This design comes from an exercise in tuning for small area and a short achievable clock period on the open sky130 flow, not from production work. Only simulation tests tie the RTL to the original design; equivalence was not proved. No activity file was given, so power comes from the tool's default toggle rates.

== build 7 ==
Design top, start of the top module:
module top(clk, reset, imem_addr, imem_data, dmem_addr, dmem_wdata, dmem_we, dmem_rdata, writed);
    input clk, reset;
    output [8:0] imem_addr;
    input [31:0] imem_data;
    output [31:0] dmem_addr, dmem_wdata;
    output dmem_we;
    input [31:0] dmem_rdata;
    output [31:0] writed;
    genvar gi, gl;
    integer i;
    reg [6:0] pc;
    always @(posedge clk) begin
        if (reset) pc <= 7'd0;
        else pc <= pc + 7'd1;
    end
    assign imem_addr = {pc, 2'b00};
    wire [5:0] f_op = imem_data[31:26];
    wire [5:0] f_fn = imem_data[5:0];
    wire [4:0] f_rs = imem_data[25:21];
    wire [4:0] f_rt = imem_data[20:16];
    wire f_r   = (f_op == 6'b000000);
    wire f_add = f_r && (f_fn == 6'b100000);
    wire f_sub = f_r && (f_fn == 6'b100010);
    wire f_and = f_r && (f_fn == 6'b100100);
    wire f_or  = f_r && (f_fn == 6'b100101);
    wire f_xor = f_r && (f_fn == 6'b100110);
    wire f_slt = f_r && (f_fn == 6'b101010);
    wire f_lw  = (f_op == 6'b100011);
    wire f_sw  = (f_op == 6'b101011);
    wire f_alu = f_add | f_sub | f_and | f_or | f_xor | f_slt;
    wire [4:0] f_rn = f_alu ? imem_data[15:11] : f_rt;
    wire f_wen = (f_alu | f_lw) && (f_rn != 5'd0);
    wire f_fma, f_fmb;
    reg [4:0] d_rn;
    reg [15:0] d_imm;
    reg [31:1] d_sa, d_sb;           
    reg d_fma, d_fmb, d_fea, d_feb;   
    reg d_wen, d_lw, d_sw, d_inv, d_arith, d_and, d_or, d_xor, d_slt;
    reg [4:0] e_rn;
    reg e_wen, e_lw;
    assign f_fma = e_wen && (f_rs == e_rn);
    assign f_fmb = e_wen && (f_rt == e_rn);
    always @(posedge clk) begin
        if (reset) begin
            d_wen <= 1'b0;
            d_sw <= 1'b0;
        end
        else begin
            d_wen <= f_wen;
            d_sw <= f_sw;
        end
        d_lw <= f_lw;
        d_inv <= f_sub | f_slt;
        d_arith <= f_add | f_sub | f_lw | f_sw;
        d_and <= f_and;
        d_or <= f_or;
        d_xor <= f_xor;
        d_slt <= f_slt;
  ...
==> flow/config.mk <==
export PLATFORM = sky130hd
export DESIGN_NAME = top
export DESIGN_NICKNAME = top
export VERILOG_FILES = /design/flow/design.v
export SDC_FILE = /design/flow/constraint.sdc
export NUM_CORES = 4
export LEC_CHECK = 0
export CAP_MARGIN = 20
export CORE_MARGIN = 2
export CORE_UTILIZATION = 40
export CTS_CLUSTER_DIAMETER = 120
export CTS_CLUSTER_SIZE = 24
export PLACE_DENSITY = 0.6
export SETUP_SLACK_MARGIN = 3.0
export SLEW_MARGIN = 20
export SYNTH_HIERARCHICAL = 1
export TNS_END_PERCENT = 30
==> flow/constraint.sdc <==
create_clock -name core_clock -period 5.5 [get_ports {clk}]
set_input_delay 1.1000 -clock core_clock [delete_from_list [all_inputs] [get_ports {clk}]]
set_output_delay 1.1000 -clock core_clock [all_outputs]
set_load 0.01 [all_outputs]
standard.sh (not shown) runs the stock make flow with config.mk's settings and CLKGATE_MAP_FILE= SYNTH_SCRIPT=/design/flow/synth_recipe.tcl, a recipe that flattens the netlist after the stock synthesis.
==> flow/flow/run.sh <==
#!/bin/bash
# The standard layout, with buf_2 cells (instead of the flow's default pick)
# buffering the input and output ports. make's output goes to flow_make.log;
# each ORFS step also keeps its own log under orfs/logs/.
set -euo pipefail
bash standard.sh 'BUFFER_PORTS_ARGS=-buffer_cell sky130_fd_sc_hd__buf_2' finish > flow_make.log 2>&1
diff inputs: build 7 => build 33
Settings: TNS_END_PERCENT removed (was 30); SETUP_SLACK_MARGIN changed from 3.0 to 3.15.
==> comparison <==
Build 33 ends up with a sequential share of layout area that is 1.5 points lower than in build 7. The run showing the smaller final critical-path setup slack is build 7. Changes observed in build 33 relative to build 7: routed wire length now sits higher; portion of the clock cycle consumed by the worst path in the final layout now sits lower.
### build 33 -> build 34
Settings: a change of CORE_UTILIZATION from 40 to 50; a change of SETUP_SLACK_MARGIN from 3.15 to 3.0; a change of PLACE_DENSITY from 0.6 to 0.65.
Findings:
- Re period utilization: build 34 and build 33 aren't equal, and the higher value belongs to build 34.
- Build 34 vs. build 33: total combinational power went down by about 5%.
- Build 34 vs build 33, number of instances in the placed design went down by about 6.5%.
- Relative to build 33, the final cell area reported for build 34 is lower.
- Min wire length across build 34 and build 33: build 34
- Cmp build 34 and build 33 / layout multi-input combinational cell count / lower: build 34
- Between build 34 and build 33, it is build 34 whose final-layout worst hold slack is lower, by 4.8 ps.
- Build 34 — met3 routed wirelength 4000 um lower, build 33 as reference
### build 34 -> build 19
Settings: clearing CTS_CLUSTER_SIZE, which used to be 24; clearing CTS_CLUSTER_DIAMETER, which used to be 120; swapping 50 for 40 in CORE_UTILIZATION; swapping 0.65 for 0.6 in PLACE_DENSITY.
==> run summary <==
Build 19 finished end to end and its layout was clean on timing, DRC and antenna. Side by side, logic depth of the worst register-to-register path turned out lower in build 19 than in build 34. Compared with build 34, total power density per cell area in build 19 increased by more than 10%. Changes observed in build 19 relative to build 34: shortest period the worst path allows now sits lower, cell depth of the worst setup path now sits lower, part of the cycle the worst path needs now sits lower, via count now sits higher, register fraction of the total cell area now sits lower. On share of total power in the clock network, the higher figure sits with build 19, not build 34. Relative to build 34, the maximum frequency measured on build 19 has increased by a few percent. Switching power share of the total: lower on build 19.

afterwards: timing with drivers on the ports:
Ports are ideal in the flow. The routed layouts listed here were re-timed in OpenROAD.
Step 1 assumes that a clkbuf_16 drives the clock port and a buf_2 every other input.
Step 2 moves the port delays by t, midway between the first and last clock arrival at a register: inputs arrive t later, outputs are due t later. That takes back most of the time a late clock gives input paths.
Slacks: ideal ports / drivers / drivers and shift; pairs: ideal ports / drivers.
| run | t (ns) | setup WS [ns] | worst setup path after step 2 | worst slew at a driven data input, ns |
|---|---|---|---|---|
| build 7 | 0.784 | 2.844 / 2.842 / 2.400 | input to register | 0.06 |
| build 33 | 0.798 | 2.932 / 2.932 / 2.626 | input to register | 0.11 |
| build 34 | 0.737 | 2.813 / 2.813 / 2.476 | input to register | 0.04 |
| build 19 | 0.853 | 2.926 / 2.926 / 2.451 | input to register | 0.07 |
After both steps setup and hold are still met in every run listed. The setup slack of build 19, which loses most, moves by 0.000 ns with the drivers and by -0.475 ns with both steps.
